What follows belongs to an exercise in optimizing a design on an open flow for small area, a short achievable clock period and few clock cycles per item; a production flow would make more cautious choices.
Function was checked by simulation only, so behaviour that the tests miss may differ from the original.
The clock port is modelled as an ideal driver; clocking choices that lean on that would not hold on a real chip.
Power is estimated from default activity; no workload was simulated.

== nickel ==
// dma_controller
module dma_controller(
    input wire clk,
    input wire reset,
    input wire trigger,
    input wire [4:0] length,
    input wire [31:0] source_address,
    input wire [31:0] destination_add,
    input wire ARREADY,
    input wire [31:0] RDATA,
    input wire RVALID,
    input wire AWREADY,
    input wire WREADY,
    input wire BVALID,
    output reg done,
    output wire [31:0] ARADDR,
    output wire ARVALID,
    output wire RREADY,
    output wire [31:0] AWADDR,
    output wire AWVALID,
    output wire [31:0] WDATA,
    output wire WVALID,
    output wire BREADY
);
export LEC_CHECK = 0
export CAP_MARGIN = 20
export CORE_MARGIN = 2
export CORE_UTILIZATION = 40
export SETUP_SLACK_MARGIN = 1.7
export SLEW_MARGIN = 20
create_clock -name core_clock -period 4.0 [get_ports {clk}]
standard.sh (not shown) runs the stock make flow with config.mk's settings and CLKGATE_MAP_FILE= SYNTH_SCRIPT=/design/flow/synth_recipe.tcl, a recipe that flattens the netlist after the stock synthesis.
==> flow/flow/run.sh <==
#!/bin/bash
# Standard layout, but with the smallest buffer on the ports (the flow upsizes
# them where timing needs it).
set -euo pipefail
export BUFFER_PORTS_ARGS="-buffer_cell sky130_fd_sc_hd__buf_1"
bash standard.sh > standard.log 2>&1
Testbench counts of nickel, summed over its fixed seeds: cycles 5,957, words 1,889.
> inputs changed (nickel -> garnet)
==> flow/flow/run.sh <==
#!/bin/bash
# Standard layout, with the smallest buffer on the ports (the flow upsizes
# them where timing needs it) and a clock tree of one buffer for the few
# registers (flow/one_clock_buffer.tcl).
set -euo pipefail
here=$(cd "$(dirname "$0")" && pwd)
export BUFFER_PORTS_ARGS="-buffer_cell sky130_fd_sc_hd__buf_1"
export PRE_CTS_TCL="$here/one_clock_buffer.tcl"
bash standard.sh > standard.log 2>&1
==> flow/flow/one_clock_buffer.tcl (new file) <==
# Sourced before clock tree synthesis. The design has only a few registers, so
# the clock tree is a single buffer between the clock port and all of them.
rename clock_tree_synthesis __unused_clock_tree_synthesis
proc clock_tree_synthesis {args} {
  set block [ord::get_db_block]
  set xs 0
  set ys 0
  set n 0
  foreach iterm [[$block findNet clk] getITerms] {
    set box [[$iterm getInst] getBBox]
    incr xs [expr {([$box xMin] + [$box xMax]) / 2}]
    incr ys [expr {([$box yMin] + [$box yMax]) / 2}]
    incr n
  }
  set dbu [$block getDbUnitsPerMicron]
  set x [expr {double($xs) / $n / $dbu}]
  set y [expr {double($ys) / $n / $dbu}]
  insert_buffer -buffer_cell sky130_fd_sc_hd__clkbuf_8 -net clk \
    -location [list $x $y] -buffer_name clkbuf_0_clk -net_name clknet_0_clk
  foreach name {clk clknet_0_clk} {
    [$block findNet $name] setSigType CLOCK
  }
  puts "clock tree: one sky130_fd_sc_hd__clkbuf_8 at ($x, $y) driving $n clock pins"
}
### Flow results
garnet | ERROR | clock tree synthesis (4_1_cts)
Sequential share of the synthesized area: nickel vs garnet identical
In terms of final RePlAce weighted congestion, nickel and garnet differ only marginally.
nickel -> garnet: synthesized cell count delta 0, exact match
Post-synthesis mux area share came out exactly the same in nickel and garnet.
Number of standard-cell rows in the floorplan came out exactly the same in nickel and garnet.
Taking nickel as the reference, in garnet simple-gate share of the synthesized area now sits at about the same level, post-synthesis instance area essentially unchanged.

* * *

dma_controller, a different RTL version from the one above (not shown whole).
For scale: about 270 cells after synthesis, ~32 flip-flops.
export LEC_CHECK = 0
export CAP_MARGIN = 20
export CORE_MARGIN = 2
export CORE_UTILIZATION = 40
export CTS_BUF_LIST = sky130_fd_sc_hd__clkbuf_4
export SETUP_SLACK_MARGIN = 1.7
export SLEW_MARGIN = 20
create_clock -name core_clock -period 4.0 [get_ports {clk}]
==> flow/flow/run.sh <==
#!/bin/bash
# Standard layout, but with the smallest buffer on the ports (the flow upsizes
# them where timing needs it).
set -euo pipefail
export BUFFER_PORTS_ARGS="-buffer_cell sky130_fd_sc_hd__buf_1"
bash standard.sh > standard.log 2>&1
The starting point completed without violations.
Testbench counts at the start, summed over its fixed seeds: cycles 5,957, words 1,889.
Rerun with:
- SETUP_SLACK_MARGIN: 1.7 -> 1.5
After rerunning: Cell area falls by 2.0%; sequential cell count does not change; hold slack hardly moves; worst setup slack degrades by 0.070 ns; power came out lower by 0.66%; clock skew hardly moves; combinational power goes down by about 1%; wire length is lower by 0.44%; core utilization is lower by 0.96 points; first-iteration DRC count came out higher by 2.5%; sequential power hardly moves.

* * *

## exp/ember
RTL: one of the versions met above, not the one the previous note started from.
Size: roughly 280 cells after synthesis, about 26 flip-flops, roughly 0.0024 sq mm of cells after synthesis.
## dma_controller
module dma_controller(
    input wire clk,
    input wire reset,
    input wire trigger,
    input wire [4:0] length,
    input wire [31:0] source_address,
    input wire [31:0] destination_add,
    input wire ARREADY,
    input wire [31:0] RDATA,
    input wire RVALID,
    input wire AWREADY,
    input wire WREADY,
    input wire BVALID,
    output reg done,
    output wire [31:0] ARADDR,
    output wire ARVALID,
    output wire RREADY,
    output wire [31:0] AWADDR,
    output wire AWVALID,
    output wire [31:0] WDATA,
    output wire WVALID,
    output wire BREADY
);
==> flow/config.mk <==
export PLATFORM = sky130hd
export DESIGN_NAME = dma_controller
export DESIGN_NICKNAME = dma_controller
export VERILOG_FILES = /design/flow/design.v
export SDC_FILE = /design/flow/constraint.sdc
export NUM_CORES = 4
export LEC_CHECK = 0
export CAP_MARGIN = 20
export CORE_MARGIN = 2
export CORE_UTILIZATION = 40
export SETUP_SLACK_MARGIN = 1.7
export SLEW_MARGIN = 20
==> flow/constraint.sdc <==
create_clock -name core_clock -period 4.0 [get_ports {clk}]
set_input_delay 0.8000 -clock core_clock [delete_from_list [all_inputs] [get_ports {clk}]]
set_output_delay 0.8000 -clock core_clock [all_outputs]
set_load 0.01 [all_outputs]
==> flow/flow/run.sh <==
#!/bin/bash
# Standard layout, with the smallest buffer on the ports (the flow upsizes
# them where timing needs it) and a small clock tree for the few registers.
set -euo pipefail
export BUFFER_PORTS_ARGS="-buffer_cell sky130_fd_sc_hd__buf_1"
export CTS_ARGS="-repair_clock_nets -dont_use_dummy_load -sink_clustering_enable -sink_clustering_size 40 -sink_clustering_max_diameter 300 -sink_clustering_levels 1 -buf_list sky130_fd_sc_hd__clkbuf_8"
bash standard.sh > standard.log 2>&1
Testbench counts of exp/ember, summed over its fixed seeds: cycles 5,957, words 1,889.
Modified inputs, exp/amber compared to exp/ember
==> flow/flow/run.sh <==
#!/bin/bash
# Standard layout, with its own ABC mapping script for synthesis
# (flow/abc.script), the smallest buffer on the ports (the flow upsizes them
# where timing needs it), the buffers that synthesis inserted removed before
# placement, and no dummy load in the clock tree.
set -euo pipefail
here=$(cd "$(dirname "$0")" && pwd)
cp -r "$FLOW_HOME/scripts" scripts_abc
cp "$here/abc.script" scripts_abc/abc_speed.script
SCRIPTS_DIR="$PWD/scripts_abc" bash standard.sh synth > standard_synth.log 2>&1
export BUFFER_PORTS_ARGS="-buffer_cell sky130_fd_sc_hd__buf_1"
export REMOVE_ABC_BUFFERS=1
export CTS_ARGS="-sink_clustering_enable -repair_clock_nets -dont_use_dummy_load"
bash standard.sh > standard.log 2>&1
==> flow/flow/abc.script (new file) <==
strash
dch
map -B 0.9
topo
stime -c
### Flow results
- Compared with exp/ember, exp/amber shows met2 demand-to-capacity share in global routing lower by 2.1 points.
- exp/amber vs exp/ember, power went down by about 12%.
- Comparing exp/ember and exp/amber, the lower multiplexer area fraction after synthesis was measured on exp/amber.
- Summary of exp/amber over exp/ember: multi-input combinational area share went down by 2.7 points; end-of-flow core utilization went up by 0.70 points.
## Diff of input files: exp/yarrow against exp/amber
# exp/amber
export LEC_CHECK = 0
export CAP_MARGIN = 20
export CORE_MARGIN = 2
export CORE_UTILIZATION = 40
export SETUP_SLACK_MARGIN = 1.7
export SLEW_MARGIN = 20
create_clock -name core_clock -period 4.0 [get_ports {clk}]
# exp/yarrow
export LEC_CHECK = 0
export CAP_MARGIN = 20
export CORE_MARGIN = 2
export CORE_UTILIZATION = 40
export CTS_BUF_LIST = sky130_fd_sc_hd__clkbuf_4 sky130_fd_sc_hd__clkbuf_8
export SETUP_SLACK_MARGIN = 1.7
export SLEW_MARGIN = 20
create_clock -name core_clock -period 4.0 [get_ports {clk}]
==> flow/flow/run.sh <==
#!/bin/bash
# Standard layout, but with the smallest buffer on the ports (the flow upsizes
# them where timing needs it).
set -euo pipefail
export BUFFER_PORTS_ARGS="-buffer_cell sky130_fd_sc_hd__buf_1"
bash standard.sh > standard.log 2>&1
removed: flow/flow/abc.script
--- outcome ---
Diff exp/amber -> exp/yarrow: sequential share of layout area shows an increase of 0.20 points; cell count after synthesis shows a reduction of 78; number of clock buffers in the layout closely matched the old numbers.
Compared with exp/amber, exp/yarrow ends up with less cell area.
Against exp/amber, exp/yarrow reports a met2 usage that is higher.
Any difference in stage delay of the slowest cell on the critical path between exp/amber and exp/yarrow is small enough to ignore.
[diff] worst hold slack, exp/yarrow relative to exp/amber: improvement
Timing-limited maximum frequency: exp/yarrow and exp/amber compared, lower one is exp/amber
--- input diff exp/yarrow..exp/maple ---
# exp/yarrow
export LEC_CHECK = 0
export CAP_MARGIN = 20
export CORE_MARGIN = 2
export CORE_UTILIZATION = 40
export CTS_BUF_LIST = sky130_fd_sc_hd__clkbuf_4 sky130_fd_sc_hd__clkbuf_8
export SETUP_SLACK_MARGIN = 1.7
export SLEW_MARGIN = 20
create_clock -name core_clock -period 4.0 [get_ports {clk}]
# exp/maple
export LEC_CHECK = 0
export CAP_MARGIN = 20
export CORE_MARGIN = 2
export CORE_UTILIZATION = 40
export SETUP_SLACK_MARGIN = 1.7
export SLEW_MARGIN = 20
create_clock -name core_clock -period 4.0 [get_ports {clk}]
==> flow/flow/run.sh <==
#!/bin/bash
# Standard layout, with its own ABC mapping script for synthesis
# (flow/abc.script), the smallest buffer on the ports (the flow upsizes them
# where timing needs it), the buffers that synthesis inserted removed before
# placement, and no dummy load in the clock tree.
set -euo pipefail
here=$(cd "$(dirname "$0")" && pwd)
cp -r "$FLOW_HOME/scripts" scripts_abc
cp "$here/abc.script" scripts_abc/abc_speed.script
SCRIPTS_DIR="$PWD/scripts_abc" bash standard.sh synth > standard_synth.log 2>&1
export BUFFER_PORTS_ARGS="-buffer_cell sky130_fd_sc_hd__buf_1"
export REMOVE_ABC_BUFFERS=1
export CTS_ARGS="-sink_clustering_enable -repair_clock_nets -dont_use_dummy_load"
bash standard.sh > standard.log 2>&1
==> flow/flow/abc.script (new file) <==
&get -n
&st
&dch
&nf
&st
&syn2
&if -g -K 6
&synch2
&nf
&st
&syn2
&if -g -K 6
&synch2
&nf
&st
&syn2
&if -g -K 6
&synch2
&nf
&st
&syn2
&if -g -K 6
&synch2
&nf
&st
&syn2
&if -g -K 6
&synch2
&nf
&put
==> comparison <==
exp/maple reached the final stage; the timing, design-rule and antenna checks on its layout passed.
Going from exp/yarrow to exp/maple, first-iteration DRC count climbed 76%; final worst slack went down 36 ps; total met2 wirelength after detailed routing +about 6%; fmax went down 1.6%.
Relative to exp/yarrow, exp/maple degrades wire length of the first global-routing pass.
In exp/maple, the fraction of the mapped netlist area in compound gates came out 0.42 points below the value in exp/yarrow.
Looking at dominant combinational cell family by area after synthesis, the XOR/XNOR gates result is from exp/maple; the simple AND/OR/NAND/NOR gates one comes from exp/yarrow.
exp/maple vs. exp/yarrow: area of the die went down by about 1.3%.
exp/maple and exp/yarrow ended up with nearly the same layout net count.
## Diff of input files: exp/cedar against exp/maple
# exp/maple
export LEC_CHECK = 0
export CAP_MARGIN = 20
export CORE_MARGIN = 2
export CORE_UTILIZATION = 40
export SETUP_SLACK_MARGIN = 1.7
export SLEW_MARGIN = 20
create_clock -name core_clock -period 4.0 [get_ports {clk}]
# exp/cedar
export LEC_CHECK = 0
export ABC_AREA = 1
export CAP_MARGIN = 20
export CORE_MARGIN = 2
export CORE_UTILIZATION = 40
export SETUP_SLACK_MARGIN = 1.7
export SLEW_MARGIN = 20
create_clock -name core_clock -period 4.0 [get_ports {clk}]
==> flow/flow/run.sh <==
#!/bin/bash
# Standard layout, but with the smallest buffer on the ports (the flow upsizes
# them where timing needs it).
set -euo pipefail
export BUFFER_PORTS_ARGS="-buffer_cell sky130_fd_sc_hd__buf_1"
bash standard.sh > standard.log 2>&1
removed: flow/flow/abc.script
[summary]
Compared with exp/maple, exp/cedar shows die width higher by 1.9 microns. exp/cedar: flow completed, timing, DRC and antenna clean. Re sequential fraction of the synthesis area: exp/cedar is 1.2 points down on exp/maple. Via count of the first global-routing pass in exp/cedar is about 9% higher than in exp/maple. exp/cedar ended up with a higher final standard cell area without fillers than exp/maple did.
What exp/willow does differently from exp/cedar at the input level:
# exp/cedar
export LEC_CHECK = 0
export ABC_AREA = 1
export CAP_MARGIN = 20
export CORE_MARGIN = 2
export CORE_UTILIZATION = 40
export SETUP_SLACK_MARGIN = 1.7
export SLEW_MARGIN = 20
create_clock -name core_clock -period 4.0 [get_ports {clk}]
# exp/willow
export LEC_CHECK = 0
export CAP_MARGIN = 20
export CORE_MARGIN = 2
export CORE_UTILIZATION = 40
export SETUP_SLACK_MARGIN = 1.7
export SLEW_MARGIN = 20
create_clock -name core_clock -period 4.0 [get_ports {clk}]
==> flow/flow/run.sh <==
#!/bin/bash
# Standard layout, with the smallest buffer on the ports (the flow upsizes
# them where timing needs it) and a small clock tree for the few registers.
set -euo pipefail
export BUFFER_PORTS_ARGS="-buffer_cell sky130_fd_sc_hd__buf_1"
export CTS_ARGS="-repair_clock_nets -dont_use_dummy_load -buf_list sky130_fd_sc_hd__clkbuf_8 -root_buf sky130_fd_sc_hd__clkbuf_8"
bash standard.sh > standard.log 2>&1
### Flow results
exp/willow against exp/cedar: shortest period the worst path allows lower; area after synthesis lower; number of distinct library cells after synthesis higher; standard cell area after detailed placement lower; die boundary height lower. exp/willow finished end to end and its layout was clean on timing, DRC and antenna. Summary of the comparison: non-clock buffer count is higher in exp/willow, relative to exp/cedar. | synthesized cell count | higher: exp/cedar |. exp/willow: routing usage on met3 is 2.1 points lower than what exp/cedar reported.

re-timing with driven ports:
In the flow no input, the clock included, has a driving cell. The finished layouts below were timed again as built, in two steps. Step 1 (the two cells are an assumption about what drives the block):
set clk [get_ports {clk}]
set_driving_cell -lib_cell sky130_fd_sc_hd__clkbuf_16 $clk
set_driving_cell -lib_cell sky130_fd_sc_hd__buf_2 [delete_from_list [all_inputs] $clk]
Step 2, shift: input delay + t, output delay - t, t = (earliest + latest rising clock arrival at the registers) / 2. This alone moves slack from input paths to output paths. Three values: no drivers, after step 1, after step 2; two values: the first two.
| run | t, ns | slack for setup (ns) | worst hold slack (ns) | worst register clock-pin slew, ns |
|---|---|---|---|---|
| nickel | 0.300 | 1.762 / 1.724 / 1.492 | 0.407 / 0.398 / 0.550 | 0.10 / 0.10 |
| the first run of note 2 | 0.348 | 1.739 / 1.703 / 1.584 | 0.439 / 0.437 / 0.507 | 0.11 / 0.11 |
| the second run of note 2 | 0.349 | 1.670 / 1.648 / 1.525 | 0.439 / 0.436 / 0.506 | 0.11 / 0.11 |
| exp/ember | 0.293 | 1.762 / 1.724 / 1.500 | 0.407 / 0.399 / 0.546 | 0.10 / 0.10 |
| exp/amber | 0.291 | 1.711 / 1.677 / 1.677 | 0.366 / 0.365 / 0.561 | 0.10 / 0.10 |
| exp/yarrow | 0.295 | 1.762 / 1.724 / 1.498 | 0.412 / 0.403 / 0.549 | 0.10 / 0.10 |
| exp/maple | 0.291 | 1.727 / 1.714 / 1.438 | 0.360 / 0.370 / 0.522 | 0.10 / 0.10 |
| exp/cedar | 0.298 | 1.725 / 1.701 / 1.674 | 0.392 / 0.397 / 0.564 | 0.10 / 0.10 |
| exp/willow | 0.293 | 1.762 / 1.724 / 1.500 | 0.407 / 0.399 / 0.546 | 0.10 / 0.10 |
After both steps every run listed still meets setup and hold. The setup slack of exp/maple, which loses most, moves by -0.013 ns with the drivers and by -0.289 ns with both steps.
